Source: an optimization exercise on an open RTL-to-GDS flow (aim: small area and a short achievable clock period). Production flows keep margins and buffers that such runs may drop. Function was checked by simulation only, so behaviour that the tests miss may differ from the original.

<file path="flow/config.mk">
export PLATFORM = sky130hd
export DESIGN_NAME = square_extractor
export DESIGN_NICKNAME = square_extractor
export VERILOG_FILES = /design/flow/design.v
export SDC_FILE = /design/flow/constraint.sdc
export NUM_CORES = 8
export LEC_CHECK = 0
export ABC_AREA = 1
export CAP_MARGIN = 20
export CORE_MARGIN = 2
export CORE_UTILIZATION = 40
export CTS_CLUSTER_DIAMETER = 60
export CTS_CLUSTER_SIZE = 30
export SETUP_SLACK_MARGIN = 3
export SLEW_MARGIN = 20
</file>
<file path="flow/constraint.sdc">
create_clock -name core_clock -period 5.5 [get_ports {clk}]
set_input_delay 1.1000 -clock core_clock [delete_from_list [all_inputs] [get_ports {clk}]]
set_output_delay 1.1000 -clock core_clock [all_outputs]
set_load 0.01 [all_outputs]
</file>
<file path="flow/run.sh">
#!/bin/bash
# synth_recipe.tcl (not shown) runs the flow's synth.tcl, then flattens the netlist and writes it again
# the make line also repeats each setting of config.mk as NAME=value (left out here)
make -C /OpenROAD-flow-scripts/flow DESIGN_CONFIG=/design/flow/config.mk WORK_HOME=/design/flow/orfs CLKGATE_MAP_FILE= SYNTH_SCRIPT=/design/flow/synth_recipe.tcl finish
</file>
<file path="flow/design.v">
module square_cell #(
	parameter J = 1
)(
	input  [J:0]   r,      
	input  [J-1:0] qn,     
	input  [1:0]   b,      
	output [J+1:0] nr,
	output [J:0]   nqn
);
	wire [J+2:0] d = {r, b} + {1'b1, qn, 2'b11};
	wire ge = ~d[J+2];
	assign nqn = {qn, ~ge};
	assign nr = ge ? d[J+1:0] : {r[J-1:0], b};
endmodule
module square_cell4 #(
	parameter J = 1
)(
	input  [J:0]   r,      
	input  [J-1:0] qn,     
	input  [3:0]   b,      
	output [J+2:0] nr,
	output [J+1:0] nqn
);
	wire [J+5:0] t = {1'b0, r, b};
	wire [J+5:0] d1 = t + {3'b111, qn, 3'b111};             
	wire [J+5:0] d2 = t + {2'b11, qn, 4'b1100};             
	wire [J+5:0] d3 = t + {3'b111, qn, 3'b000} + {2'b11, qn, 4'b1111};  
	wire ge1 = ~d1[J+5];
	wire ge2 = ~d2[J+5];
	wire ge3 = ~d3[J+5];
	assign nqn = {qn, ~ge2, ~((ge1 & ~ge2) | ge3)};
	assign nr = ge3 ? d3[J+2:0] : ge2 ? d2[J+2:0] : ge1 ? d1[J+2:0] : t[J+2:0];
endmodule
module square_extractor #(
	parameter WIDTH = 32
)(
	input clk,     
	input rst_n,   
	input din_valid,
	input [2 * WIDTH - 1:0]radicand,
	output dout_valid,
	output [WIDTH - 1:0]dout,
	output [2 * WIDTH - 1:0]remainder
);
	reg [2:0] qn3;
	reg [3:0] r3;
	always @(*)
		case (radicand[63:58])
			6'd0: begin qn3 = 3'd7; r3 = 4'd0; end
			6'd1: begin qn3 = 3'd6; r3 = 4'd0; end
			6'd2: begin qn3 = 3'd6; r3 = 4'd1; end
			6'd3: begin qn3 = 3'd6; r3 = 4'd2; end
			6'd4: begin qn3 = 3'd5; r3 = 4'd0; end
			6'd5: begin qn3 = 3'd5; r3 = 4'd1; end
			6'd6: begin qn3 = 3'd5; r3 = 4'd2; end
			6'd7: begin qn3 = 3'd5; r3 = 4'd3; end
			6'd8: begin qn3 = 3'd5; r3 = 4'd4; end
			6'd9: begin qn3 = 3'd4; r3 = 4'd0; end
			6'd10: begin qn3 = 3'd4; r3 = 4'd1; end
			6'd11: begin qn3 = 3'd4; r3 = 4'd2; end
			6'd12: begin qn3 = 3'd4; r3 = 4'd3; end
			6'd13: begin qn3 = 3'd4; r3 = 4'd4; end
			6'd14: begin qn3 = 3'd4; r3 = 4'd5; end
			6'd15: begin qn3 = 3'd4; r3 = 4'd6; end
			6'd16: begin qn3 = 3'd3; r3 = 4'd0; end
			6'd17: begin qn3 = 3'd3; r3 = 4'd1; end
			6'd18: begin qn3 = 3'd3; r3 = 4'd2; end
			6'd19: begin qn3 = 3'd3; r3 = 4'd3; end
			6'd20: begin qn3 = 3'd3; r3 = 4'd4; end
			6'd21: begin qn3 = 3'd3; r3 = 4'd5; end
			6'd22: begin qn3 = 3'd3; r3 = 4'd6; end
			6'd23: begin qn3 = 3'd3; r3 = 4'd7; end
			6'd24: begin qn3 = 3'd3; r3 = 4'd8; end
			6'd25: begin qn3 = 3'd2; r3 = 4'd0; end
			6'd26: begin qn3 = 3'd2; r3 = 4'd1; end
			6'd27: begin qn3 = 3'd2; r3 = 4'd2; end
			6'd28: begin qn3 = 3'd2; r3 = 4'd3; end
			6'd29: begin qn3 = 3'd2; r3 = 4'd4; end
			6'd30: begin qn3 = 3'd2; r3 = 4'd5; end
			6'd31: begin qn3 = 3'd2; r3 = 4'd6; end
			6'd32: begin qn3 = 3'd2; r3 = 4'd7; end
			6'd33: begin qn3 = 3'd2; r3 = 4'd8; end
			6'd34: begin qn3 = 3'd2; r3 = 4'd9; end
			6'd35: begin qn3 = 3'd2; r3 = 4'd10; end
			6'd36: begin qn3 = 3'd1; r3 = 4'd0; end
			6'd37: begin qn3 = 3'd1; r3 = 4'd1; end
			6'd38: begin qn3 = 3'd1; r3 = 4'd2; end
			6'd39: begin qn3 = 3'd1; r3 = 4'd3; end
			6'd40: begin qn3 = 3'd1; r3 = 4'd4; end
			6'd41: begin qn3 = 3'd1; r3 = 4'd5; end
			6'd42: begin qn3 = 3'd1; r3 = 4'd6; end
			6'd43: begin qn3 = 3'd1; r3 = 4'd7; end
			6'd44: begin qn3 = 3'd1; r3 = 4'd8; end
			6'd45: begin qn3 = 3'd1; r3 = 4'd9; end
			6'd46: begin qn3 = 3'd1; r3 = 4'd10; end
			6'd47: begin qn3 = 3'd1; r3 = 4'd11; end
			6'd48: begin qn3 = 3'd1; r3 = 4'd12; end
			6'd49: begin qn3 = 3'd0; r3 = 4'd0; end
			6'd50: begin qn3 = 3'd0; r3 = 4'd1; end
			6'd51: begin qn3 = 3'd0; r3 = 4'd2; end
			6'd52: begin qn3 = 3'd0; r3 = 4'd3; end
			6'd53: begin qn3 = 3'd0; r3 = 4'd4; end
			6'd54: begin qn3 = 3'd0; r3 = 4'd5; end
			6'd55: begin qn3 = 3'd0; r3 = 4'd6; end
			6'd56: begin qn3 = 3'd0; r3 = 4'd7; end
			6'd57: begin qn3 = 3'd0; r3 = 4'd8; end
			6'd58: begin qn3 = 3'd0; r3 = 4'd9; end
			6'd59: begin qn3 = 3'd0; r3 = 4'd10; end
			6'd60: begin qn3 = 3'd0; r3 = 4'd11; end
			6'd61: begin qn3 = 3'd0; r3 = 4'd12; end
			6'd62: begin qn3 = 3'd0; r3 = 4'd13; end
			6'd63: begin qn3 = 3'd0; r3 = 4'd14; end
			default: begin qn3 = 3'd0; r3 = 4'd0; end
		endcase
	wire [57:0] x3 = radicand[57:0];
	reg v_s0;
	reg [2:0] qn_s0;
	reg [3:0] r_s0;
	reg [57:0] x_s0;
	always @(posedge clk or negedge rst_n)
		if (!rst_n) v_s0 <= 1'b0;
		else v_s0 <= din_valid;
	always @(posedge clk) begin qn_s0 <= qn3; r_s0 <= r3; x_s0 <= x3; end
	wire [4:0] qn5;
	wire [5:0] r5;
	square_cell4 #(.J(3)) u_step3 (.r(r_s0), .qn(qn_s0), .b(x_s0[57:54]), .nr(r5), .nqn(qn5));
	wire [53:0] x5 = x_s0[53:0];
	reg v_s1;
	reg [4:0] qn_s1;
	reg [5:0] r_s1;
	reg [53:0] x_s1;
	always @(posedge clk or negedge rst_n)
		if (!rst_n) v_s1 <= 1'b0;
		else v_s1 <= v_s0;
	always @(posedge clk) begin qn_s1 <= qn5; r_s1 <= r5; x_s1 <= x5; end
	wire [6:0] qn7;
	wire [7:0] r7;
	square_cell4 #(.J(5)) u_step5 (.r(r_s1), .qn(qn_s1), .b(x_s1[53:50]), .nr(r7), .nqn(qn7));
	wire [49:0] x7 = x_s1[49:0];
	reg v_s2;
	reg [6:0] qn_s2;
	reg [7:0] r_s2;
	reg [49:0] x_s2;
	always @(posedge clk or negedge rst_n)
		if (!rst_n) v_s2 <= 1'b0;
		else v_s2 <= v_s1;
	always @(posedge clk) begin qn_s2 <= qn7; r_s2 <= r7; x_s2 <= x7; end
	wire [8:0] qn9;
	wire [9:0] r9;
	square_cell4 #(.J(7)) u_step7 (.r(r_s2), .qn(qn_s2), .b(x_s2[49:46]), .nr(r9), .nqn(qn9));
	wire [45:0] x9 = x_s2[45:0];
	reg v_s3;
	reg [8:0] qn_s3;
	reg [9:0] r_s3;
	reg [45:0] x_s3;
	always @(posedge clk or negedge rst_n)
		if (!rst_n) v_s3 <= 1'b0;
		else v_s3 <= v_s2;
	always @(posedge clk) begin qn_s3 <= qn9; r_s3 <= r9; x_s3 <= x9; end
	wire [10:0] qn11;
	wire [11:0] r11;
	square_cell4 #(.J(9)) u_step9 (.r(r_s3), .qn(qn_s3), .b(x_s3[45:42]), .nr(r11), .nqn(qn11));
	wire [41:0] x11 = x_s3[41:0];
	reg v_s4;
	reg [10:0] qn_s4;
	reg [11:0] r_s4;
	reg [41:0] x_s4;
	always @(posedge clk or negedge rst_n)
		if (!rst_n) v_s4 <= 1'b0;
		else v_s4 <= v_s3;
	always @(posedge clk) begin qn_s4 <= qn11; r_s4 <= r11; x_s4 <= x11; end
	wire [12:0] qn13;
	wire [13:0] r13;
	square_cell4 #(.J(11)) u_step11 (.r(r_s4), .qn(qn_s4), .b(x_s4[41:38]), .nr(r13), .nqn(qn13));
	wire [37:0] x13 = x_s4[37:0];
	reg v_s5;
	reg [12:0] qn_s5;
	reg [13:0] r_s5;
	reg [37:0] x_s5;
	always @(posedge clk or negedge rst_n)
		if (!rst_n) v_s5 <= 1'b0;
		else v_s5 <= v_s4;
	always @(posedge clk) begin qn_s5 <= qn13; r_s5 <= r13; x_s5 <= x13; end
	wire [13:0] qn14;
	wire [14:0] r14;
	square_cell #(.J(13)) u_step13 (.r(r_s5), .qn(qn_s5), .b(x_s5[37:36]), .nr(r14), .nqn(qn14));
	wire [35:0] x14 = x_s5[35:0];
	reg v_s6;
	reg [13:0] qn_s6;
	reg [14:0] r_s6;
	reg [35:0] x_s6;
	always @(posedge clk or negedge rst_n)
		if (!rst_n) v_s6 <= 1'b0;
		else v_s6 <= v_s5;
	always @(posedge clk) begin qn_s6 <= qn14; r_s6 <= r14; x_s6 <= x14; end
	wire [14:0] qn15;
	wire [15:0] r15;
	square_cell #(.J(14)) u_step14 (.r(r_s6), .qn(qn_s6), .b(x_s6[35:34]), .nr(r15), .nqn(qn15));
	wire [33:0] x15 = x_s6[33:0];
	reg v_s7;
	reg [14:0] qn_s7;
	reg [15:0] r_s7;
	reg [33:0] x_s7;
	always @(posedge clk or negedge rst_n)
		if (!rst_n) v_s7 <= 1'b0;
		else v_s7 <= v_s6;
	always @(posedge clk) begin qn_s7 <= qn15; r_s7 <= r15; x_s7 <= x15; end
	wire [15:0] qn16;
	wire [16:0] r16;
	square_cell #(.J(15)) u_step15 (.r(r_s7), .qn(qn_s7), .b(x_s7[33:32]), .nr(r16), .nqn(qn16));
	wire [31:0] x16 = x_s7[31:0];
	reg v_s8;
	reg [15:0] qn_s8;
	reg [16:0] r_s8;
	reg [31:0] x_s8;
	always @(posedge clk or negedge rst_n)
		if (!rst_n) v_s8 <= 1'b0;
		else v_s8 <= v_s7;
	always @(posedge clk) begin qn_s8 <= qn16; r_s8 <= r16; x_s8 <= x16; end
	wire [16:0] qn17;
	wire [17:0] r17;
	square_cell #(.J(16)) u_step16 (.r(r_s8), .qn(qn_s8), .b(x_s8[31:30]), .nr(r17), .nqn(qn17));
	wire [29:0] x17 = x_s8[29:0];
	reg v_s9;
	reg [16:0] qn_s9;
	reg [17:0] r_s9;
	reg [29:0] x_s9;
	always @(posedge clk or negedge rst_n)
		if (!rst_n) v_s9 <= 1'b0;
		else v_s9 <= v_s8;
	always @(posedge clk) begin qn_s9 <= qn17; r_s9 <= r17; x_s9 <= x17; end
	wire [17:0] qn18;
	wire [18:0] r18;
	square_cell #(.J(17)) u_step17 (.r(r_s9), .qn(qn_s9), .b(x_s9[29:28]), .nr(r18), .nqn(qn18));
	wire [27:0] x18 = x_s9[27:0];
	reg v_s10;
	reg [17:0] qn_s10;
	reg [18:0] r_s10;
	reg [27:0] x_s10;
	always @(posedge clk or negedge rst_n)
		if (!rst_n) v_s10 <= 1'b0;
		else v_s10 <= v_s9;
	always @(posedge clk) begin qn_s10 <= qn18; r_s10 <= r18; x_s10 <= x18; end
	wire [18:0] qn19;
	wire [19:0] r19;
	square_cell #(.J(18)) u_step18 (.r(r_s10), .qn(qn_s10), .b(x_s10[27:26]), .nr(r19), .nqn(qn19));
	wire [25:0] x19 = x_s10[25:0];
	reg v_s11;
	reg [18:0] qn_s11;
	reg [19:0] r_s11;
	reg [25:0] x_s11;
	always @(posedge clk or negedge rst_n)
		if (!rst_n) v_s11 <= 1'b0;
		else v_s11 <= v_s10;
	always @(posedge clk) begin qn_s11 <= qn19; r_s11 <= r19; x_s11 <= x19; end
	wire [19:0] qn20;
	wire [20:0] r20;
	square_cell #(.J(19)) u_step19 (.r(r_s11), .qn(qn_s11), .b(x_s11[25:24]), .nr(r20), .nqn(qn20));
	wire [23:0] x20 = x_s11[23:0];
	reg v_s12;
	reg [19:0] qn_s12;
	reg [20:0] r_s12;
	reg [23:0] x_s12;
	always @(posedge clk or negedge rst_n)
		if (!rst_n) v_s12 <= 1'b0;
		else v_s12 <= v_s11;
	always @(posedge clk) begin qn_s12 <= qn20; r_s12 <= r20; x_s12 <= x20; end
	wire [20:0] qn21;
	wire [21:0] r21;
	square_cell #(.J(20)) u_step20 (.r(r_s12), .qn(qn_s12), .b(x_s12[23:22]), .nr(r21), .nqn(qn21));
	wire [21:0] x21 = x_s12[21:0];
	reg v_s13;
	reg [20:0] qn_s13;
	reg [21:0] r_s13;
	reg [21:0] x_s13;
	always @(posedge clk or negedge rst_n)
		if (!rst_n) v_s13 <= 1'b0;
		else v_s13 <= v_s12;
	always @(posedge clk) begin qn_s13 <= qn21; r_s13 <= r21; x_s13 <= x21; end
	wire [21:0] qn22;
	wire [22:0] r22;
	square_cell #(.J(21)) u_step21 (.r(r_s13), .qn(qn_s13), .b(x_s13[21:20]), .nr(r22), .nqn(qn22));
	wire [19:0] x22 = x_s13[19:0];
	reg v_s14;
	reg [21:0] qn_s14;
	reg [22:0] r_s14;
	reg [19:0] x_s14;
	always @(posedge clk or negedge rst_n)
		if (!rst_n) v_s14 <= 1'b0;
		else v_s14 <= v_s13;
	always @(posedge clk) begin qn_s14 <= qn22; r_s14 <= r22; x_s14 <= x22; end
	wire [22:0] qn23;
	wire [23:0] r23;
	square_cell #(.J(22)) u_step22 (.r(r_s14), .qn(qn_s14), .b(x_s14[19:18]), .nr(r23), .nqn(qn23));
	wire [17:0] x23 = x_s14[17:0];
	reg v_s15;
	reg [22:0] qn_s15;
	reg [23:0] r_s15;
	reg [17:0] x_s15;
	always @(posedge clk or negedge rst_n)
		if (!rst_n) v_s15 <= 1'b0;
		else v_s15 <= v_s14;
	always @(posedge clk) begin qn_s15 <= qn23; r_s15 <= r23; x_s15 <= x23; end
	wire [23:0] qn24;
	wire [24:0] r24;
	square_cell #(.J(23)) u_step23 (.r(r_s15), .qn(qn_s15), .b(x_s15[17:16]), .nr(r24), .nqn(qn24));
	wire [15:0] x24 = x_s15[15:0];
	reg v_s16;
	reg [23:0] qn_s16;
	reg [24:0] r_s16;
	reg [15:0] x_s16;
	always @(posedge clk or negedge rst_n)
		if (!rst_n) v_s16 <= 1'b0;
		else v_s16 <= v_s15;
	always @(posedge clk) begin qn_s16 <= qn24; r_s16 <= r24; x_s16 <= x24; end
	wire [24:0] qn25;
	wire [25:0] r25;
	square_cell #(.J(24)) u_step24 (.r(r_s16), .qn(qn_s16), .b(x_s16[15:14]), .nr(r25), .nqn(qn25));
	wire [13:0] x25 = x_s16[13:0];
	reg v_s17;
	reg [24:0] qn_s17;
	reg [25:0] r_s17;
	reg [13:0] x_s17;
	always @(posedge clk or negedge rst_n)
		if (!rst_n) v_s17 <= 1'b0;
		else v_s17 <= v_s16;
	always @(posedge clk) begin qn_s17 <= qn25; r_s17 <= r25; x_s17 <= x25; end
	wire [25:0] qn26;
	wire [26:0] r26;
	square_cell #(.J(25)) u_step25 (.r(r_s17), .qn(qn_s17), .b(x_s17[13:12]), .nr(r26), .nqn(qn26));
	wire [11:0] x26 = x_s17[11:0];
	reg v_s18;
	reg [25:0] qn_s18;
	reg [26:0] r_s18;
	reg [11:0] x_s18;
	always @(posedge clk or negedge rst_n)
		if (!rst_n) v_s18 <= 1'b0;
		else v_s18 <= v_s17;
	always @(posedge clk) begin qn_s18 <= qn26; r_s18 <= r26; x_s18 <= x26; end
	wire [26:0] qn27;
	wire [27:0] r27;
	square_cell #(.J(26)) u_step26 (.r(r_s18), .qn(qn_s18), .b(x_s18[11:10]), .nr(r27), .nqn(qn27));
	wire [9:0] x27 = x_s18[9:0];
	reg v_s19;
	reg [26:0] qn_s19;
	reg [27:0] r_s19;
	reg [9:0] x_s19;
	always @(posedge clk or negedge rst_n)
		if (!rst_n) v_s19 <= 1'b0;
		else v_s19 <= v_s18;
	always @(posedge clk) begin qn_s19 <= qn27; r_s19 <= r27; x_s19 <= x27; end
	wire [27:0] qn28;
	wire [28:0] r28;
	square_cell #(.J(27)) u_step27 (.r(r_s19), .qn(qn_s19), .b(x_s19[9:8]), .nr(r28), .nqn(qn28));
	wire [7:0] x28 = x_s19[7:0];
	reg v_s20;
	reg [27:0] qn_s20;
	reg [28:0] r_s20;
	reg [7:0] x_s20;
	always @(posedge clk or negedge rst_n)
		if (!rst_n) v_s20 <= 1'b0;
		else v_s20 <= v_s19;
	always @(posedge clk) begin qn_s20 <= qn28; r_s20 <= r28; x_s20 <= x28; end
	wire [28:0] qn29;
	wire [29:0] r29;
	square_cell #(.J(28)) u_step28 (.r(r_s20), .qn(qn_s20), .b(x_s20[7:6]), .nr(r29), .nqn(qn29));
	wire [5:0] x29 = x_s20[5:0];
	reg v_s21;
	reg [28:0] qn_s21;
	reg [29:0] r_s21;
	reg [5:0] x_s21;
	always @(posedge clk or negedge rst_n)
		if (!rst_n) v_s21 <= 1'b0;
		else v_s21 <= v_s20;
	always @(posedge clk) begin qn_s21 <= qn29; r_s21 <= r29; x_s21 <= x29; end
	wire [29:0] qn30;
	wire [30:0] r30;
	square_cell #(.J(29)) u_step29 (.r(r_s21), .qn(qn_s21), .b(x_s21[5:4]), .nr(r30), .nqn(qn30));
	wire [3:0] x30 = x_s21[3:0];
	reg v_s22;
	reg [29:0] qn_s22;
	reg [30:0] r_s22;
	reg [3:0] x_s22;
	always @(posedge clk or negedge rst_n)
		if (!rst_n) v_s22 <= 1'b0;
		else v_s22 <= v_s21;
	always @(posedge clk) begin qn_s22 <= qn30; r_s22 <= r30; x_s22 <= x30; end
	wire [30:0] qn31;
	wire [31:0] r31;
	square_cell #(.J(30)) u_step30 (.r(r_s22), .qn(qn_s22), .b(x_s22[3:2]), .nr(r31), .nqn(qn31));
	wire [1:0] x31 = x_s22[1:0];
	reg v_s23;
	reg [30:0] qn_s23;
	reg [31:0] r_s23;
	reg [1:0] x_s23;
	always @(posedge clk or negedge rst_n)
		if (!rst_n) v_s23 <= 1'b0;
		else v_s23 <= v_s22;
	always @(posedge clk) begin qn_s23 <= qn31; r_s23 <= r31; x_s23 <= x31; end
	wire [31:0] qn32;
	wire [32:0] r32;
	square_cell #(.J(31)) u_step31 (.r(r_s23), .qn(qn_s23), .b(x_s23[1:0]), .nr(r32), .nqn(qn32));
	reg v_s24;
	reg [31:0] qn_s24;
	reg [32:0] r_s24;
	always @(posedge clk or negedge rst_n)
		if (!rst_n) v_s24 <= 1'b0;
		else v_s24 <= v_s23;
	always @(posedge clk) begin qn_s24 <= qn32; r_s24 <= r32; end
	assign dout_valid = v_s24;
	assign dout = ~qn_s24;
	assign remainder = {31'b0, r_s24};
endmodule
</file>
==> flow_summary.toml, run 1 <==
[outcome]
outcome = "timing/DRC/antenna clean"

[clock_tree]
htreeDepth = 4
ctsHoldBuffers = 0
cts.sinks = 1650
insertion_delay_ns = 0.82
cts_root_buf = "clkbuf_16"
clockBufferDepth = 3
clkTransAtPathRegs_ns = 0.10
tritoncts = "done"
cts_made_buffers = 132

[critical_path]
start_kind = "flop"
rrSetupSlack_ns = 2.99
worstPathRequired_ns = 6.15
crit_path_frequent_cell = "nand2_1"
crit_fanout = 16
end_kind = "flop"
critPathArrivalTime_ns = 3.16
critical_path.top_delay_family = "simple AND/OR/NAND/NOR gates"
crit_buf_inv = 0
worstPathCellList = "ha_2 -> nand2_1 -> o21ai_4 -> nand2_1 -> nand2_2 -> nand2_1 -> nand2_2 -> nand2_2 -> nand3_2 -> nand2_8 -> nand2_1 -> nand2_1"
cpPeakStageDelay_ns = 0.40
path_class = "flop to flop"
critPathSlowestCell = "ha_2"

[synthesis]
synth.largest_area_cell = "dfxtp_1"
postSynthCellCount = 10300
synth_cell_types = 55
synthTopCellsByArea = "dfxtp_1, nand2_1, ha_1"
synth-seq-area-share_pct = 42.9
async_flop_share_pct = 1.52
synth.most_common_cell = "nand2_1"
synth_top_flop_cell = "dfxtp_1"
syn_area_um2 = 77300
ys_top_cells_by_count = "nand2_1, dfxtp_1, inv_1, nand3_1, nor2_1"
yosys_warnings = 1
synth.top_cell.area_share_pct = 42.1
ys_ff_latch = 1650
synth_edf_count = 0
syn-mean-instance-area_um2 = 7.51

[final_layout]
regArea_um2 = 33300
multiInputGateArea_um2 = 40200
instances_no_fill = 13100
final_layout_size_suffix_gt1_share_pct = 6.84
design_area_um2 = 87700
fin_nets = 11200
area_growth_pct = 13.4
num-fill-cells = 19300

[hold_path]
hold_path_class = "flop to flop"

[job]
drv_cap = 0

[floorplan]
core_um2 = 192000
dieArea_um2 = 197000
die_h_um = 444
die_w_um = 444
rows = 161
initial_core_util_pct = 40.2
ios = 164

[drt]
firstDrtPassIters = 8
drtIter0Drc = 5243
wl_per_cell_um = 17.3
ant_nets = 0
wl_mm = 228
drcViolationCount = 0
via_count = 65400
viasPerCell = 4.97

[sta]
setup_viol = 0
tightest_slew_ns = 0.793
period_share_pct = 45.6
maxSlewViolCount = 0
setup_ws_ns = 2.99
timing_hold_violations_final = 0
relSlewSlack_pct = 47.1
fmax_mhz = 399
rsz0062_at_grt = "yes"
skew_ns = 0.0565
fin_crit_ns = 2.51
whs_ns = 0.310
fin_tns_setup_ns = 0

[grt]
grt_max_degree = 35
gr-total-overflow = 0
grtUsageTotal_pct = 22.2
antenna_found_initial = 7
grt_pass1_wl_mm = 346
grt_pass1_vias = 61400

[place]
hpwl_mm = 180
dp.cells = 12900
pre_cts_slack_ns = 2.44
portBuffers = 132
dpl_cell_area_um2 = 81000
place.gp.congestion = 0.956
## final timing paths
path	from	end	cells past startpoint
worst max-delay path	qn_s22[0]	r_s23[6]	12
worst min-delay path	x_s6[18]	x_s7[18]	0
worst max register to register	qn_s22[0]	r_s23[6]	12
worst min register to register	x_s6[18]	x_s7[18]	0
max in group asynchronous	rst_n	v_s4	2
min in group asynchronous	rst_n	v_s24	2
## logic make-up after synthesis
| group | share of synthesized area, % |
|---|---|
| AO/OA/AOI/OAI | 7.35 |
| AND/OR/NAND/NOR | 28.3 |
| buffers and inverters | 7.21 |
| other | 0.00485 |
| XOR/XNOR | 3.55 |
| adder cells (fa/ha/maj) | 10.7 |
| flip-flops | 42.9 |
## metrics by stage
step | utilization (%)
2_1_floorplan | -
3_3_place_gp | 42.1
3_5_place_dp | 42.1
4_1_cts | 44.8
5_1_grt | 45.6
6_report | 45.6
## placed cells by master, fill, tap and decap left out, drive strengths merged, types with 23 or more instances in the layout
cell / netlist / layout
nand2: 3555 / 3564
dfxtp: 1625 / 1625
inv: 1226 / 1269
nand3: 766 / 769
nor2: 629 / 629
ha: 599 / 599
a21oi: 568 / 568
o21ai: 302 / 302
xor2: 249 / 249
nand4: 173 / 173
clkbuf: 3 / 146
buf: 136 / 104
nor3: 89 / 89
clkdlybuf4s50: 0 / 66
xnor2: 63 / 63
o21bai: 61 / 61
clkinv: 2 / 45
fa: 40 / 40
a21o: 38 / 38
conb: 1 / 31
dfrtp: 25 / 25
and2: 23 / 23
## worst reg2reg max path: stages, from the launching register on
cell	delay, ns
dfxtp_1	0.37
ha_2	0.40
nand2_1	0.12
o21ai_4	0.21
nand2_1	0.09
nand2_2	0.13
nand2_1	0.08
nand2_2	0.13
nand2_2	0.12
nand3_2	0.25
nand2_8	0.19
nand2_1	0.14
nand2_1	0.11
## cell type report
| type | instances | area share [%] |
|---|---|---|
| multi-input combinational | 7320 | 45.8 |
| inverter | 1228 | 5.27 |
| clock buffer | 145 | 3.95 |
| tap | 2526 | 3.60 |
| sequential | 1650 | 38.0 |
| clock inverter | 97 | 1.67 |
| timing repair buffer | 175 | 1.68 |
| antenna | 3 | 0.00856 |
## flip-flops by register name, summed over array words and instances (netlist names), 33 cells and up
name   cells
x_s0      58
x_s2      50
r_s24     33
x_s4      42
x_s1      54
x_s7      34
x_s5      38
x_s6      36
x_s3      46
## routing by layer
| layer | global-route usage (%) | part of all wire (%) | vias to the layer above |
|---|---|---|---|
| met2 | 35.7 | 44 | 1749 |
| li1 | - | - | 33300 |
| met1 | 30.9 | 47 | 30000 |
| met3 | 3.31 | 6.0 | 304 |
| met4 | 6.06 | 2.5 | 2 |
| met5 | 0 | 0.0035 | - |
## what timing repair did
| item | CTS | global route |
|---|---|---|
| setup buffers | 9 | 27 |
| endpoints found under the hold margin | 0 | 0 |
| cloned | 1 | 12 |
| endpoints found under the setup margin | 517 | 476 |
| pin swaps | 5 | 40 |
| resized for setup | 413 | 251 |
==> inputs of run 2 (changes only) <==
--- a/flow/config.mk
+++ b/flow/config.mk
@@ -6,5 +6,5 @@
 export NUM_CORES = 8
 export LEC_CHECK = 0
-export ABC_AREA = 1
+export ABC_AREA = 0
 export CAP_MARGIN = 20
 export CORE_MARGIN = 2
==> run 2 against run 1 <==
  * Still clean
  * Core utilization increased by 6.8 points
  * Sequential share of layout area up 0.36 points
  * Non-clock buffer count is 450 higher
  * Fmax decreased by 25%
  * Critical path depth rose by 1
  * Global-route usage is 4.9 points lower
  * Critical endpoint is now r_s18[3]
  * Largest cell class unchanged
==> flow_summary.toml, run 2 <==
[final_layout]
top_register = "x_s0"
n_antenna_cell = 0
regArea_um2 = 33500
area_growth_pct = 30.3
largest_reg_flops = 58
layout_commonest_cell = "dfxtp_1"
reg_top3 = "x_s0 x58, x_s1 x54, x_s2 x50"
final_layout_size_suffix_gt1_share_pct = 28.5
multiInputGateArea_um2 = 37800
num-fill-cells = 14300
final_cell_mix = "dfxtp_1, ha_1, mux2_4"
fin_nets = 7577

[synthesis]
synth.largest_area_cell = "dfxtp_1"
synth_edf_count = 0
syn-mean-instance-area_um2 = 10.8
ys_top_cells_by_count = "dfxtp_1, ha_1, a21oi_1, mux2_2, xnor2_1"
synth.most_common_cell = "dfxtp_1"
synth.top_cell.area_share_pct = 48.6
synth_cell_types = 101
syn_area_um2 = 67000
postSynthCellCount = 6185
async_flop_share_pct = 1.52
yosys_warnings = 1
synth_top_flop_cell = "dfxtp_1"
synthTopCellsByArea = "dfxtp_1, ha_1, mux2_2"
synth-seq-area-share_pct = 49.5
ys_ff_latch = 1650

[place]
pre_cts_slack_ns = 1.59
place.gp.congestion = 0.868
hpwl_mm = 103
portBuffers = 132

[critical_path]
crit_fanout = 8
r2r-end = "r_s18[3]"
rrSetupSlack_ns = 2.18
start_kind = "flop"
worstPathCellList = "ha_4 -> o21a_1 -> o21a_1 -> o2111ai_2 -> nand4_1 -> a41oi_4 -> nor4b_4 -> o32a_1 -> a211oi_4 -> xnor2_4 -> buf_12 -> buf_16 -> mux2_2"
critPathSlowestCell = "dfxtp_2"
r2r_start = "qn_s17[0]"
r2r_cells = 13
end_kind = "flop"
path_class = "flop to flop"
critPathArrivalTime_ns = 3.96
worstPathRequired_ns = 6.13
crit_path_start = "qn_s17[0]"
cpPeakStageDelay_ns = 0.34
crit_path_frequent_cell = "o21a_1"

[grt]
grt_max_degree = 31
grt_pass1_vias = 46600
gr-total-overflow = 0
grt_pass1_wl_mm = 240
grtUsageTotal_pct = 17.3
antenna_found_initial = 1

[drt]
via_count = 46100
wl_per_cell_um = 16.6
drcViolationCount = 0
drtIter0Drc = 1902
ant_nets = 0
viasPerCell = 5.02
firstDrtPassIters = 5
wl_mm = 153

[sta]
fin_crit_ns = 3.32
relSlewSlack_pct = 53.2
maxSlewViolCount = 0
tightest_slew_ns = 0.683
rsz0062_at_grt = "yes"
timing_hold_violations_final = 0
setup_viol = 0
fmax_mhz = 301
period_share_pct = 60.4
skew_ns = 0.0472
fin_tns_setup_ns = 0
setup_ws_ns = 2.18

[clock_tree]
ctsHoldBuffers = 0
cts_made_buffers = 134
insertion_delay_ns = 0.78
cts.sinks = 1650
htreeDepth = 4
cts_root_buf = "clkbuf_16"
clkTransAtPathRegs_ns = 0.10
clockBufferDepth = 3
tritoncts = "done"

[floorplan]
die_h_um = 413
ios = 164
rows = 150
dieArea_um2 = 171000
core_um2 = 167000
initial_core_util_pct = 40.2
die_w_um = 413

[job]
drv_cap = 0

[hold_path]
hold_path_class = "input pin to asynchronous set/reset pin"

[outcome]
outcome = "timing/DRC/antenna clean"
-- run 2: cell types whose count changed after synthesis, moves of 95 or more --
| cell | previous run | this run |
|---|---|---|
| nor2_1 | 624 | 312 |
| nand3_1 | 751 | 107 |
| a21oi_1 | 562 | 379 |
| inv_1 | 1222 | 324 |
| nand2_1 | 3502 | 283 |
| a21o_1 | 38 | 165 |
| mux2_2 | 0 | 350 |
| xor2_1 | 248 | 128 |
| nand4_1 | 173 | 28 |
| xnor2_1 | 62 | 326 |
| o21a_1 | 17 | 112 |
-- run 2: worst max-delay path: cells and delay by family, from the launching register on --
kind / cells / cell delay (ns)
compound gates: 6 / 1.45
xor+xnor: 1 / 0.21
mux: 1 / 0.33
flops: 1 / 0.34
fa+ha+maj: 1 / 0.24
simple gates: 2 / 0.31
buf+inv: 2 / 0.27
-- run 2: timing repair --
item                       4_1_cts  5_1_grt
setup endpoints to repair      597      540
pin swaps                      272      207
gates resized for setup       1062      362
setup buffers                  290      140
gates cloned                    45        3
-- run 2: worst max-delay path by stage --
stage	end	slack, ns	cells past startpoint
2_1_floorplan	r_s18[11]	2.52	12
4_1_cts	r_s18[3]	2.16	13
3_3_place_gp	r_s18[18]	1.62	12
3_5_place_dp	r_s24[6]	1.59	10
5_1_grt	r_s18[3]	1.99	13
6_report	r_s18[3]	2.18	13
-- run 2: logic make-up after synthesis --
| logic type | Yosys count | share of synthesized area [%] |
|---|---|---|
| and+or+nand+nor | 1176 | 8.51 |
| adders and majority gates | 640 | 12.4 |
| AOI/OAI and AO/OA | 1389 | 13.5 |
| DFF | 1650 | 49.5 |
| buffers and inverters | 438 | 2.76 |
| xor gates and xnor gates | 459 | 6.08 |
| other | 1 | 0.00560 |
| muxes | 432 | 7.22 |
-- run 2: final cells by class --
| cell class | instances | share of cell area (%) |
|---|---|---|
| clock buffers | 143 | 4.02 |
| repair buffers | 625 | 7.86 |
| well taps | 2204 | 3.16 |
| flip-flops and latches | 1650 | 38.3 |
| clock inverters | 104 | 1.80 |
| multi-input cells | 4132 | 43.3 |
| inverters | 328 | 1.48 |
-- run 2: per-stage QoR --
stage                     hold WS (ns)  instance area [um^2]  cells  utilization, %
after global routing             0.263                 87300   9186            52.4
after detailed placement         0.312                 72800   8461            43.7
after global placement           0.310                 72800   8460            43.7
final                            0.286                 87300   9186            52.4
after floorplan                  0.310                 69400   6215               -
after CTS                        0.300                 84500   9043            50.7
-- run 2: layer usage --
metal | vias up | GRT usage (%) | part of all wire (%)
met4 | 0 | 8.23 | 5.0
met3 | 390 | 2.64 | 3.0
met5 | - | 0 | 0
li1 | 23200 | - | -
met1 | 21700 | 18.7 | 40
met2 | 772 | 32.8 | 52
==> inputs of run 3 (changes only) <==
--- a/flow/config.mk
+++ b/flow/config.mk
@@ -6,5 +6,5 @@
 export NUM_CORES = 8
 export LEC_CHECK = 0
-export ABC_AREA = 0
+export ABC_AREA = 1
 export CAP_MARGIN = 20
 export CORE_MARGIN = 2
@@ -12,4 +12,4 @@
 export CTS_CLUSTER_DIAMETER = 60
 export CTS_CLUSTER_SIZE = 30
-export SETUP_SLACK_MARGIN = 3
+export SETUP_SLACK_MARGIN = 3.2
 export SLEW_MARGIN = 20
==> run 3 against run 2 <==
  * Still clean on timing, DRC and antenna
  * Sequential share of layout area fell by 2.5 points
  * Core utilization fell by 3.7 points
  * Cell count rose by 45%
  * Critical path type is now flop to primary output
  * Critical endpoint is now dout[5]
==> flow_summary.toml, run 3 <==
[outcome]
outcome = "timing/DRC/antenna clean"

[synthesis]
synth_top_flop_cell = "dfxtp_1"
synth.most_common_cell = "nand2_1"
yosys_warnings = 1
synth.area.mux_share_pct = 0
syn-mean-instance-area_um2 = 7.51
synth.largest_area_cell = "dfxtp_1"
synthAdderAreaFrac_pct = 10.7
async_flop_share_pct = 1.52
syn_area_um2 = 77300
synth_top_family_by_area = "simple AND/OR/NAND/NOR gates"
synth_edf_count = 0
postSynthCellCount = 10300
synth-seq-area-share_pct = 42.9
synth_cell_types = 55
synth-compound-area-share_pct = 7.35
ys_top_cells_by_count = "nand2_1, dfxtp_1, inv_1, nand3_1, nor2_1"
yosys.area_share.xor_xnor_pct = 3.55
synth-simple-area-share_pct = 28.3
ys_ff_latch = 1650
synthTopCellsByArea = "dfxtp_1, nand2_1, ha_1"
synth.top_cell.area_share_pct = 42.1

[final_layout]
layout_commonest_cell = "nand2_1"
fin_nets = 11400
num-fill-cells = 18700
final_util_pct = 48.7
reg_top3 = "x_s0 x58, x_s1 x54, x_s2 x50"
top_register = "x_s0"
final_cell_mix = "nand2_1, dfxtp_1, inv_1"
final_layout_size_suffix_gt1_share_pct = 14.5
largest_reg_flops = 58
area_growth_pct = 21.2
instances_no_fill = 13300
design_area_um2 = 93700

[drt]
ant_nets = 0
wl_per_cell_um = 18.2
drtIter0Drc = 5305
firstDrtPassIters = 8
drcViolationCount = 0
wl_mm = 243
via_count = 67600
viasPerCell = 5.07

[clock_tree]
insertion_delay_ns = 0.82
tritoncts = "done"
cts.sinks = 1650
cts_root_buf = "clkbuf_16"
clockBufferDepth = 3
htreeDepth = 4
cts_made_buffers = 135
clkTransAtPathRegs_ns = 0.10

[critical_path]
worstPathRequired_ns = 4.40
r2r_start = "qn_s4[4]"
r2r-end = "r_s5[11]"
worstPathCellList = "inv_2 -> buf_6"
path_class = "flop to primary output"
cpPeakStageDelay_ns = 0.37
critical_path.top_delay_family = "flip-flops"
critPathSlowestCell = "dfxtp_2"
start_kind = "flop"
end_kind = "primary output"
crit_fanout = 1
r2r_cells = 11
crit_buf_inv = 2
rrSetupSlack_ns = 3.11
critPathArrivalTime_ns = 1.34

[floorplan]
ios = 164
die_w_um = 444
rows = 161
initial_core_util_pct = 40.2
core_um2 = 192000
die_h_um = 444
dieArea_um2 = 197000

[grt]
grt_max_degree = 31
grt_pass1_vias = 62600
grtUsageTotal_pct = 23.0
antenna_found_initial = 9
gr-total-overflow = 0
grt_pass1_wl_mm = 358

[place]
hpwl_mm = 182
dpl_cell_area_um2 = 81000
dp.cells = 12800
pre_cts_slack_ns = 2.45
portBuffers = 132
place.gp.congestion = 0.962

[sta]
period_share_pct = 44.3
tightest_slew_ns = 0.770
relSlewSlack_pct = 48.1
timing_hold_violations_final = 0
skew_ns = 0.0383
fmax_mhz = 410
setup_viol = 0
fin_tns_setup_ns = 0
setup_ws_ns = 3.06
fin_crit_ns = 2.44
maxSlewViolCount = 0
rsz0062_at_grt = "yes"

[hold_path]
hold_path_class = "input pin to asynchronous set/reset pin"

[job]
drv_cap = 0
==> run 3: area by class of cell <==
| class | count | area [um^2] | share of cell area (%) |
|---|---|---|---|
| antenna | 3 | 7.51 | 0.00801 |
| clock buffer | 152 | 3600 | 3.84 |
| clock inverter | 95 | 1470 | 1.57 |
| inverter | 1228 | 4630 | 4.94 |
| multi-input combinational | 7366 | 44200 | 47.2 |
| sequential | 1650 | 33500 | 35.8 |
| tap | 2526 | 3160 | 3.37 |
| timing repair buffer | 309 | 3060 | 3.27 |
==> run 3: per-stage QoR <==
step	hold WS (ns)
4_1_cts	0.204
3_3_place_gp	0.310
2_1_floorplan	0.310
5_1_grt	0.253
6_report	0.254
3_5_place_dp	0.312
==> run 3: cell families after synthesis <==
kind of cell	count (synthesis)
xor+xnor	312
buf+inv	1367
fa+ha+maj	639
flops	1650
compound gates	1043
other cells	1
simple gates	5283
==> run 3: timing repair <==
| action | in CTS | in global routing |
|---|---|---|
| hold endpoints to repair | 0 | 0 |
| pin swaps | 64 | 193 |
| buffers inserted | 86 | 87 |
| hold buffers | 0 | 0 |
| gates cloned | 22 | 38 |
| setup endpoints to repair | 573 | 573 |
| resized for setup | 818 | 794 |
==> run 3: worst max-delay path by stage <==
stage,startpoint,to,slack [ns],cells after the start
floorplan,qn_s3[0],r_s4[3],3.22,9
global placement,qn_s4[2],r_s5[1],2.52,11
detailed placement,qn_s4[2],r_s5[1],2.45,10
CTS,qn_s24[5],dout[5],2.96,2
global route,qn_s24[5],dout[5],3.00,2
finish,qn_s24[5],dout[5],3.06,2
==> run 3: routing by layer <==
layer  part of all wire, %  up-vias  GRT usage [%]  routed length [um]
li1                      -    33800              -                   -
met1                    46    31300           32.3              113000
met2                    44     2137           36.8              108000
met3                   6.0      399           2.96               14600
met4                   3.0        2           7.11                7400
met5                 0.089        -              0                 215
==> inputs of run 4 (changes only) <==
--- a/flow/config.mk
+++ b/flow/config.mk
@@ -12,4 +12,4 @@
 export CTS_CLUSTER_DIAMETER = 60
 export CTS_CLUSTER_SIZE = 30
-export SETUP_SLACK_MARGIN = 3.2
+export SETUP_SLACK_MARGIN = 3.1
 export SLEW_MARGIN = 20
==> run 4 against run 3 <==
  * Critical path depth rose by 8
  * Synthesized cell count did not move
  * Clock skew grew 0.018 ns
  * Global-route usage decreased by 0.59 points
  * Core utilization down 2.0 points
  * Area after synthesis unchanged
  * Critical endpoint is now r_s5[0]
==> flow_summary.toml, run 4 <==
[drt]
viasPerCell = 5.00
wl_per_cell_um = 17.6
wl_mm = 232
firstDrtPassIters = 6
ant_nets = 0
via_count = 66000
drcViolationCount = 0
drtIter0Drc = 5198

[final_layout]
final_cell_mix = "nand2_1, dfxtp_1, inv_1"
design_area_um2 = 89800
fin_nets = 11300
layout_commonest_cell = "nand2_1"
reg_top3 = "x_s0 x58, x_s1 x54, x_s2 x50"
instances_no_fill = 13200
final_layout_size_suffix_gt1_share_pct = 9.75
num-fill-cells = 19100
largest_reg_flops = 58
top_register = "x_s0"
final_util_pct = 46.7
area_growth_pct = 16.1

[critical_path]
rrSetupSlack_ns = 3.07
worstPathRequired_ns = 6.18
end_kind = "flop"
r2r-end = "r_s5[0]"
crit_fanout = 5
start_kind = "flop"
crit_end = "r_s5[0]"
path_class = "flop to flop"
critPathArrivalTime_ns = 3.11
crit_path_start = "r_s4[9]"
r2r_cells = 10
r2r_start = "r_s4[9]"

[sta]
period_share_pct = 44.1
fmax_mhz = 412
whs_ns = 0.310
timing_hold_violations_final = 0
setup_ws_ns = 3.07
fin_crit_ns = 2.43
setup_viol = 0
skew_ns = 0.0559
fin_tns_setup_ns = 0
rsz0062_at_grt = "yes"
tightest_slew_ns = 0.923
maxSlewViolCount = 0
relSlewSlack_pct = 38.4

[synthesis]
synth.largest_area_cell = "dfxtp_1"
synth_edf_count = 0
ys_top_cells_by_count = "nand2_1, dfxtp_1, inv_1, nand3_1, nor2_1"
async_flop_share_pct = 1.52
synth_top_flop_cell = "dfxtp_1"
ys_ff_latch = 1650
postSynthCellCount = 10300
synth.top_cell.area_share_pct = 42.1
synthTopCellsByArea = "dfxtp_1, nand2_1, ha_1"
synth-seq-area-share_pct = 42.9
yosys_warnings = 1
syn-mean-instance-area_um2 = 7.51
synth_cell_types = 55
synth.most_common_cell = "nand2_1"
syn_area_um2 = 77300

[floorplan]
ios = 164
core_um2 = 192000
rows = 161
die_h_um = 444
initial_core_util_pct = 40.2
die_w_um = 444
dieArea_um2 = 197000

[clock_tree]
htreeDepth = 4
cts.sinks = 1650
clkTransAtPathRegs_ns = 0.09
ctsHoldBuffers = 0
cts_made_buffers = 132
tritoncts = "done"
insertion_delay_ns = 0.82
cts_root_buf = "clkbuf_16"
clockBufferDepth = 3

[place]
dp.cells = 12900
pre_cts_slack_ns = 2.44
dpl_cell_area_um2 = 81000
hpwl_mm = 180
place.gp.congestion = 0.956
portBuffers = 132

[grt]
grtUsageTotal_pct = 22.5
gr-total-overflow = 0
grt_pass1_wl_mm = 349
grt_max_degree = 35
antenna_found_initial = 8
grt_pass1_vias = 61800

[hold_path]
hold_path_class = "flop to flop"

[outcome]
outcome = "timing/DRC/antenna clean"

[job]
drv_cap = 0
==> run 4: area by class of cell <==
type | instances | area, um^2 | share of cell area (%)
clock inverter | 97 | 1470 | 1.64
multi-input combinational | 7338 | 41600 | 46.3
antenna | 3 | 7.51 | 0.00836
tap | 2526 | 3160 | 3.52
inverter | 1228 | 4620 | 5.15
sequential | 1650 | 33400 | 37.2
clock buffer | 145 | 3470 | 3.86
timing repair buffer | 213 | 2070 | 2.31
==> run 4: worst min-delay path by stage <==
| stage | endpoint | startpoint | cells past startpoint |
|---|---|---|---|
| detailed placement | x_s10[11] | x_s9[11] | 0 |
| floorplan | x_s10[0] | x_s9[0] | 0 |
| finish | x_s7[18] | x_s6[18] | 0 |
| global placement | x_s13[14] | x_s12[14] | 0 |
| global route | x_s4[1] | x_s3[1] | 0 |
| CTS | x_s7[18] | x_s6[18] | 0 |
==> run 4: routing by layer <==
layer / routed length [um] / GRT usage, % / vias up
met2: 103000 / 36.0 / 1799
met1: 109000 / 31.3 / 30400
met3: 14000 / 3.39 / 319
li1: - / - / 33500
met4: 5990 / 6.10 / 2
met5: 8 / 0 / -
==> run 4: critical path: stages (launching register included) <==
cell,delay (ns)
dfxtp_2,0.35
fa_1,0.60
ha_4,0.23
nand2_1,0.08
a21oi_1,0.08
nor3b_2,0.23
nand2_1,0.12
a21oi_4,0.19
buf_8,0.18
o21ai_2,0.07
xor2_1,0.18
==> run 4: cells by family (layout without fill, tap and decap cells) <==
family,count (synthesis),in the layout,share of synthesized area [%]
buf+inv,1367,1683,7.21
fa+ha+maj,639,639,10.7
compound gates,1043,1043,7.35
xor+xnor,312,312,3.55
flops,1650,1650,42.9
other cells,1,34,0.00485
simple gates,5283,5313,28.3
==> run 4: what timing repair did <==
item	CTS	global route
buffers inserted	28	46
cloned	9	22
gates resized for setup	578	475
pin swaps	27	90
endpoints found under the setup margin	547	551
==> inputs of run 5 (changes only) <==
--- a/flow/config.mk
+++ b/flow/config.mk
@@ -11,5 +11,5 @@
 export CORE_UTILIZATION = 40
 export CTS_CLUSTER_DIAMETER = 60
-export CTS_CLUSTER_SIZE = 30
-export SETUP_SLACK_MARGIN = 3.1
+export CTS_CLUSTER_SIZE = 40
+export SETUP_SLACK_MARGIN = 3.05
 export SLEW_MARGIN = 20
==> run 5 against run 4 <==
  * Via count decreased by 0.38%
  * Die area unchanged
  * Hold slack got worse by 0.0041 ns
  * Critical endpoint is now dout[3]
==> flow_summary.toml, run 5 <==
[floorplan]
rows = 161
initial_core_util_pct = 40.2
ios = 164
dieArea_um2 = 197000
die_h_um = 444
core_um2 = 192000
die_w_um = 444

[drt]
via_count = 65700
viasPerCell = 4.99
drcViolationCount = 0
ant_nets = 0
wl_per_cell_um = 17.4
wl_mm = 229
drtIter0Drc = 5254
firstDrtPassIters = 9

[final_layout]
fin_nets = 11200
top_register = "x_s0"
regArea_um2 = 33400
largest_reg_flops = 58
num-fill-cells = 19200
reg_top3 = "x_s0 x58, x_s1 x54, x_s2 x50"
multiInputGateArea_um2 = 40900
layout_commonest_cell = "nand2_1"
area_growth_pct = 14.8
final_layout_size_suffix_gt1_share_pct = 8.04
final_cell_mix = "nand2_1, dfxtp_1, inv_1"

[sta]
skew_ns = 0.0445
relSlewSlack_pct = 24.9
timing_hold_violations_final = 0
maxSlewViolCount = 0
fmax_mhz = 408
tightest_slew_ns = 1.12
fin_tns_setup_ns = 0
fin_crit_ns = 2.45
setup_ws_ns = 3.05
rsz0062_at_grt = "yes"
setup_viol = 0
period_share_pct = 44.5

[grt]
grt_pass1_vias = 61500
antenna_found_initial = 7
gr-total-overflow = 0
grtUsageTotal_pct = 22.4
grt_pass1_wl_mm = 348
grt_max_degree = 38

[critical_path]
r2r_start = "r_s4[7]"
start_kind = "flop"
end_kind = "primary output"
critPathArrivalTime_ns = 1.35
r2r_cells = 13
r2r-end = "r_s5[11]"
rrSetupSlack_ns = 3.06
worstPathRequired_ns = 4.40
path_class = "flop to primary output"
crit_fanout = 1

[hold_path]
hold_path_depth = 0
whs_endpoint = "x_s8[8]"
hold_path_class = "flop to flop"
hp-start = "x_s7[8]"

[clock_tree]
insertion_delay_ns = 0.82
ctsHoldBuffers = 0
clockBufferDepth = 3
cts.sinks = 1650
cts_root_buf = "clkbuf_16"
htreeDepth = 4
cts_made_buffers = 131
clkTransAtPathRegs_ns = 0.11
tritoncts = "done"

[synthesis]
ys_ff_latch = 1650
syn-mean-instance-area_um2 = 7.51
synth.largest_area_cell = "dfxtp_1"
syn_area_um2 = 77300
synth_cell_types = 55
postSynthCellCount = 10300
synthTopCellsByArea = "dfxtp_1, nand2_1, ha_1"
synth.top_cell.area_share_pct = 42.1
synth_edf_count = 0
async_flop_share_pct = 1.52
ys_top_cells_by_count = "nand2_1, dfxtp_1, inv_1, nand3_1, nor2_1"
yosys_warnings = 1
synth-seq-area-share_pct = 42.9
synth.most_common_cell = "nand2_1"
synth_top_flop_cell = "dfxtp_1"

[place]
place.gp.congestion = 0.956
portBuffers = 132
pre_cts_slack_ns = 2.44
hpwl_mm = 180

[outcome]
outcome = "timing/DRC/antenna clean"

[job]
drv_cap = 0
## run 5: cell types whose count changed in the layout (fill, tap and decap cells not counted), sizes merged
cell,before,now
buf,147,130
bufinv,4,2
clkbuf,145,143
clkinv,45,43
inv,1269,1272
nand2,3578,3569
## run 5: repair_timing
action,CTS,global route
gates resized for setup,495,340
hold endpoints to repair,0,0
endpoints found under the setup margin,537,507
setup buffers,13,45
pin swaps,14,57
cloned,10,11
## run 5: worst max path at each step
stage	startpoint	endpoint	slack, ns	cells after the start
after floorplan	qn_s2[0]	r_s3[4]	3.13	14
after global placement	qn_s4[2]	r_s5[1]	2.51	10
after detailed placement	qn_s4[2]	r_s5[1]	2.44	10
after CTS	qn_s24[5]	dout[5]	2.96	2
after global routing	r_s4[8]	r_s5[12]	2.92	13
final	qn_s24[3]	dout[3]	3.05	2
## run 5: per-layer routing
| metal | part of all wire [%] | global-route usage (%) |
|---|---|---|
| met5 | 0.0031 | 0 |
| met4 | 2.3 | 5.91 |
| met3 | 6.2 | 3.59 |
| met2 | 45 | 35.9 |
| met1 | 47 | 31.3 |
## run 5: cell type report
cell class                 instances  area share (%)
sequential                      1650            37.6
tap                             2526            3.56
inverter                        1228            5.20
timing repair buffer             196            1.92
antenna                            3         0.00846
multi-input combinational       7329            46.1
clock inverter                    96            1.73
clock buffer                     143            3.92
## run 5: cell families after synthesis
| kind of cell | synth area share (%) |
|---|---|
| compound gates | 7.35 |
| buf+inv | 7.21 |
| simple gates | 28.3 |
| xor+xnor | 3.55 |
| fa+ha+maj | 10.7 |
| flops | 42.9 |
| other cells | 0.00485 |
## run 5: per-stage QoR
step	util [%]	instance area, um^2	hold slack (ns)	cells
after floorplan	-	77400	0.310	10300
after global placement	42.1	81000	0.310	12800
after detailed placement	42.1	81000	0.312	12900
after CTS	45.1	86700	0.301	13100
after global routing	46.1	88800	0.305	13200
final	46.1	88800	0.306	13200
## run 5: critical path, cell delays in order (launching register included)
cell and delay (ns):
dfxtp_2 0.38, inv_2 0.04, buf_6 0.11
==> inputs of run 6 (changes only) <==
--- a/flow/config.mk
+++ b/flow/config.mk
@@ -10,6 +10,6 @@
 export CORE_MARGIN = 2
 export CORE_UTILIZATION = 40
-export CTS_CLUSTER_DIAMETER = 60
-export CTS_CLUSTER_SIZE = 40
+export CTS_CLUSTER_DIAMETER = 40
+export CTS_CLUSTER_SIZE = 20
 export SETUP_SLACK_MARGIN = 3.05
 export SLEW_MARGIN = 20
==> run 6 against run 5 <==
  * Still clean
  * Area after synthesis stayed put
  * Register-to-register slack worse by 0.02 ns
  * Cell count increased by 1.4%
  * Count of clock-buffer cells in the layout is 103 higher
  * Hold slack lost 0.0027 ns
  * Design area is 3.9% higher
  * Sequential share of layout area down 1.4 points
  * Sequential cell count is the same
==> flow_summary.toml, run 6 <==
[drt]
wl_mm = 231
drtIter0Drc = 5229
ant_nets = 0
viasPerCell = 4.97
drcViolationCount = 0
wl_per_cell_um = 17.3
firstDrtPassIters = 10
via_count = 66400

[final_layout]
design_area_um2 = 92200
largest_reg_flops = 58
final_cell_mix = "nand2_1, dfxtp_1, inv_1"
layout_commonest_cell = "nand2_1"
reg_top3 = "x_s0 x58, x_s1 x54, x_s2 x50"
area_growth_pct = 19.3
num-fill-cells = 18900
fin_nets = 11300
top_register = "x_s0"
final_layout_size_suffix_gt1_share_pct = 9.85

[sta]
maxSlewViolCount = 0
tightest_slew_ns = 0.792
fin_tns_setup_ns = 0
skew_ns = 0.0533
period_share_pct = 44.8
fin_crit_ns = 2.47
relSlewSlack_pct = 47.1
setup_viol = 0
fmax_mhz = 406
rsz0062_at_grt = "yes"
timing_hold_violations_final = 0
setup_ws_ns = 3.03

[clock_tree]
cts_made_buffers = 226
cts_root_buf = "clkbuf_16"
clockBufferDepth = 3
clkTransAtPathRegs_ns = 0.07
insertion_delay_ns = 0.86
cts.sinks = 1650
tritoncts = "done"
htreeDepth = 4

[critical_path]
worstPathRequired_ns = 4.40
crit_fanout = 1
start_kind = "flop"
end_kind = "primary output"
critPathSlowestCell = "dfrtp_1"
path_class = "flop to primary output"
cpPeakStageDelay_ns = 0.38
crit_buf_inv = 1
worstPathCellList = "buf_6"
critical_path.top_delay_family = "flip-flops"
critPathArrivalTime_ns = 1.37

[synthesis]
synthTopCellsByArea = "dfxtp_1, nand2_1, ha_1"
synth_top_flop_cell = "dfxtp_1"
syn_area_um2 = 77300
synth_cell_types = 55
synth.largest_area_cell = "dfxtp_1"
ys_ff_latch = 1650
async_flop_share_pct = 1.52
synth.top_cell.area_share_pct = 42.1
yosys_warnings = 1
synth_edf_count = 0
ys_top_cells_by_count = "nand2_1, dfxtp_1, inv_1, nand3_1, nor2_1"
syn-mean-instance-area_um2 = 7.51
postSynthCellCount = 10300
synth.most_common_cell = "nand2_1"
synth-seq-area-share_pct = 42.9

[grt]
grt_pass1_wl_mm = 351
grt_max_degree = 35
grt_util_met1_pct = 31.2
grtUsageTotal_pct = 22.5
busiest_layer = "met2"
gr-total-overflow = 0
antenna_found_initial = 7
grt_use_met2_pct = 36.1
use_met3_pct = 3.68
grt_pass1_vias = 62600

[place]
hpwl_mm = 180
dpl_cell_area_um2 = 81000
place.gp.congestion = 0.956
pre_cts_slack_ns = 2.44
portBuffers = 132

[job]
drv_cap = 0

[floorplan]
die_h_um = 444
core_um2 = 192000
ios = 164
die_w_um = 444
rows = 161
dieArea_um2 = 197000
initial_core_util_pct = 40.2

[hold_path]
hold_path_class = "flop to flop"

[outcome]
outcome = "timing/DRC/antenna clean"
## run 6: worst paths after layout
| kind | from | slack [ns] | to | cells past startpoint |
|---|---|---|---|---|
| setup / recovery | v_s24 | 3.03 | dout_valid | 1 |
| hold / removal | x_s8[17] | 0.30 | x_s9[17] | 0 |
| setup reg to reg | r_s4[1] | 3.04 | r_s5[8] | 11 |
| hold reg to reg | x_s8[17] | 0.30 | x_s9[17] | 0 |
| max in group asynchronous | rst_n | 4.62 | v_s0 | 2 |
| min in group asynchronous | rst_n | 0.59 | v_s24 | 2 |
## run 6: area by class of cell
class	instances	area (um^2)	share of cell area, %
timing repair buffer	195	1950	2.12
sequential	1650	33400	36.2
inverter	1228	4620	5.01
clock inverter	185	2430	2.64
multi-input combinational	7329	40800	44.3
tap	2526	3160	3.43
antenna	2	5.00	0.00543
clock buffer	246	5870	6.37
## run 6: cell families (layout without fill, tap and decap cells)
logic type,Yosys count,count (layout),share of synthesized area (%)
adder cells (fa/ha/maj),639,639,10.7
AND/OR/NAND/NOR,5283,5304,28.3
flip-flops,1650,1650,42.9
XOR/XNOR,312,312,3.55
AO/OA/AOI/OAI,1043,1043,7.35
other,1,33,0.00485
buffers and inverters,1367,1854,7.21
## run 6: metrics by stage
stage	cells	hold WS (ns)	util, %
2_1_floorplan	10300	0.310	-
3_3_place_gp	12800	0.310	42.1
3_5_place_dp	12900	0.312	42.1
4_1_cts	13300	0.300	46.8
5_1_grt	13400	0.308	47.9
6_report	13400	0.304	47.9
## run 6: repair_timing
item | CTS | global route
hold buffers | 0 | 0
pin swaps | 16 | 57
endpoints found under the setup margin | 538 | 537
gates resized for setup | 510 | 369
gates cloned | 6 | 15
buffers inserted | 15 | 42
## run 6: layer usage
| layer | vias up | share of wire, % |
|---|---|---|
| met4 | 0 | 2.5 |
| met3 | 357 | 6.2 |
| met1 | 30400 | 47 |
| met2 | 1938 | 45 |
| met5 | - | 0 |
| li1 | 33700 | - |
==> inputs of run 7 (changes only) <==
--- a/flow/config.mk
+++ b/flow/config.mk
@@ -10,5 +10,5 @@
 export CORE_MARGIN = 2
 export CORE_UTILIZATION = 40
-export CTS_CLUSTER_DIAMETER = 40
+export CTS_CLUSTER_DIAMETER = 100
 export CTS_CLUSTER_SIZE = 20
 export SETUP_SLACK_MARGIN = 3.05
==> run 7 against run 6 <==
  * Core utilization down 3.2 points
  * First-iteration DRC count down 2.0%
  * Non-clock buffer count rose by 4
  * Design area is 6.6% lower
  * Critical path type is now flop to flop
  * Still clean
  * Die area is the same
  * Setup slack better by 0.0019 ns
  * Register-to-register slack hardly changed
  * Clock skew decreased by 0.0081 ns
  * Fmax is essentially flat
  * Highest routed layer unchanged
  * Area after synthesis is the same
  * Synthesized cell count stayed put
  * Cell count fell by 2.3%
==> flow_summary.toml, run 7 <==
[floorplan]
rows = 161
die_w_um = 444
die_h_um = 444
initial_core_util_pct = 40.2
dieArea_um2 = 197000
ios = 164
core_um2 = 192000

[sta]
relSlewSlack_pct = 52.2
skew_ns = 0.0452
tightest_slew_ns = 0.709
timing_hold_violations_final = 0
maxSlewViolCount = 0
setup_viol = 0
fin_tns_setup_ns = 0
whs_ns = 0.309
period_share_pct = 44.8
fin_crit_ns = 2.46
fmax_mhz = 406
rsz0062_at_grt = "yes"

[grt]
gr-total-overflow = 0
grt_util_met1_pct = 31.2
grt_pass1_vias = 61100
grt_max_degree = 35
grt_pass1_wl_mm = 347
antenna_found_initial = 6
busiest_layer = "met2"
use_met3_pct = 2.97
grtUsageTotal_pct = 22.3
grt_use_met2_pct = 36.0

[critical_path]
critPathSlowestCell = "fa_1"
r2r_cells = 13
path_class = "flop to flop"
critical_path.top_delay_family = "adder cells"
worstPathRequired_ns = 6.16
crit_buf_inv = 5
cp.depth = 13
cpPeakStageDelay_ns = 0.54
crit_path_frequent_cell = "inv_2"
end_kind = "flop"
crit_fanout = 6
rrSetupSlack_ns = 3.04
worstPathCellList = "inv_2 -> fa_1 -> inv_2 -> ha_4 -> nand4_1 -> nor4_4 -> a21oi_2 -> buf_6 -> buf_6 -> nand2_2 -> inv_2 -> nand2_1 -> nand2_1"
critPathArrivalTime_ns = 3.13
start_kind = "flop"

[drt]
firstDrtPassIters = 7
wl_mm = 228
wl_per_cell_um = 17.5
ant_nets = 0
drtIter0Drc = 5126
viasPerCell = 5.00
via_count = 65300
drcViolationCount = 0

[hold_path]
hold_path_depth = 0
hold_path_class = "flop to flop"

[final_layout]
regArea_um2 = 33400
fin_nets = 11200
area_growth_pct = 11.5
num-fill-cells = 19400
reg_top3 = "x_s0 x58, x_s1 x54, x_s2 x50"
multiInputGateArea_um2 = 40600
final_layout_size_suffix_gt1_share_pct = 6.87
layout_commonest_cell = "nand2_1"
top_register = "x_s0"
largest_reg_flops = 58
instances_no_fill = 13100
final_cell_mix = "nand2_1, dfxtp_1, inv_1"

[synthesis]
async_flop_share_pct = 1.52
synth_cell_types = 55
synthTopCellsByArea = "dfxtp_1, nand2_1, ha_1"
synth.largest_area_cell = "dfxtp_1"
synth.top_cell.area_share_pct = 42.1
ys_top_cells_by_count = "nand2_1, dfxtp_1, inv_1, nand3_1, nor2_1"
postSynthCellCount = 10300
syn-mean-instance-area_um2 = 7.51
synth_top_flop_cell = "dfxtp_1"
synth.most_common_cell = "nand2_1"
ys_ff_latch = 1650
synth_edf_count = 0
synth-seq-area-share_pct = 42.9
syn_area_um2 = 77300
yosys_warnings = 1

[clock_tree]
insertion_delay_ns = 0.78
clockBufferDepth = 3
htreeDepth = 3
cts_made_buffers = 95
cts_root_buf = "clkbuf_16"
clkTransAtPathRegs_ns = 0.09
cts.sinks = 1650
tritoncts = "done"

[job]
drv_cap = 0

[place]
portBuffers = 132
hpwl_mm = 180
dp.cells = 12900
place.gp.congestion = 0.956

[outcome]
outcome = "timing/DRC/antenna clean"
run 7: kinds of logic after synthesis:
family	Yosys count	synth area share [%]
AO/OA/AOI/OAI	1043	7.35
flip-flops	1650	42.9
other	1	0.00485
AND/OR/NAND/NOR	5283	28.3
XOR/XNOR	312	3.55
buffers and inverters	1367	7.21
adder cells (fa/ha/maj)	639	10.7
run 7: final cells by class:
class / instances / share of cell area (%)
repair buffers: 199 / 1.99
clock buffers: 106 / 2.81
clock inverters: 20 / 0.325
well taps: 2526 / 3.67
diodes: 4 / 0.0116
inverters: 1228 / 5.36
flip-flops and latches: 1650 / 38.7
multi-input cells: 7325 / 47.1
run 7: per-stage QoR:
step,setup WS (ns),util (%),cell area (um^2)
2_1_floorplan,3.13,-,77400
3_3_place_gp,2.51,42.1,81000
3_5_place_dp,2.44,42.1,81000
4_1_cts,3.03,43.9,84400
5_1_grt,2.93,44.8,86200
6_report,3.04,44.8,86200
run 7: worst paths after layout:
path | from | endpoint
max | qn_s4[9] | r_s5[11]
min | x_s1[48] | x_s2[48]
min in group asynchronous | rst_n | v_s22
max in group asynchronous | rst_n | v_s23
min reg2reg | x_s1[48] | x_s2[48]
max reg2reg | qn_s4[9] | r_s5[11]
run 7: metal layers:
metal  wire [um]  up-vias  share of wire, %
li1            -    33200                 -
met5           0        -                 0
met3       13500      276               5.9
met2      102000     1768                45
met4        5530        0               2.4
met1      107000    30100                47
run 7: timing repair:
| item | CTS | global route |
|---|---|---|
| hold buffers | 0 | 0 |
| gates resized for setup | 488 | 300 |
| setup endpoints to repair | 543 | 497 |
| pin swaps | 16 | 63 |
| cloned | 6 | 11 |
| buffers inserted | 19 | 42 |

re-timing with driven ports:
In the flow no input, the clock included, has a driving cell. The finished layouts below were timed again as built, in two steps. Step 1 sets driving cells, clkbuf_16 on the clock port and buf_2 on the other inputs (assumed; they add their load-dependent delay and slew). Step 2 adds t to the input delays and takes it off the output delays; t is the mean of the earliest and latest rising clock arrival at the registers after step 1. Input paths then give back, and output paths get back, about the clock's delay inside the block. Three values: ideal, step 1, step 2; two values: the first two.
run	t, ns	setup slack, ns	worst setup path at the end	latest minus earliest clock arrival (ns)	pins driven straight from the clock port
run 1	0.874	2.994 / 2.984 / 2.639	input to register	0.058 / 0.058	1
run 2	0.843	2.177 / 2.177 / 2.177	register to register	0.060 / 0.060	1
run 3	0.890	3.064 / 2.980 / 2.613	input to register	0.043 / 0.044	1
run 4	0.875	3.072 / 2.992 / 2.638	input to register	0.060 / 0.059	1
run 5	0.881	3.052 / 2.969 / 2.640	input to register	0.050 / 0.050	1
run 6	0.919	3.034 / 2.948 / 2.631	input to register	0.059 / 0.059	1
run 7	0.841	3.036 / 3.027 / 2.649	input to register	0.051 / 0.051	1
After both steps setup and hold are still met in every run listed. For run 3, which loses most, drivers alone change the setup slack by -0.084 ns; drivers and shift together by -0.451 ns.
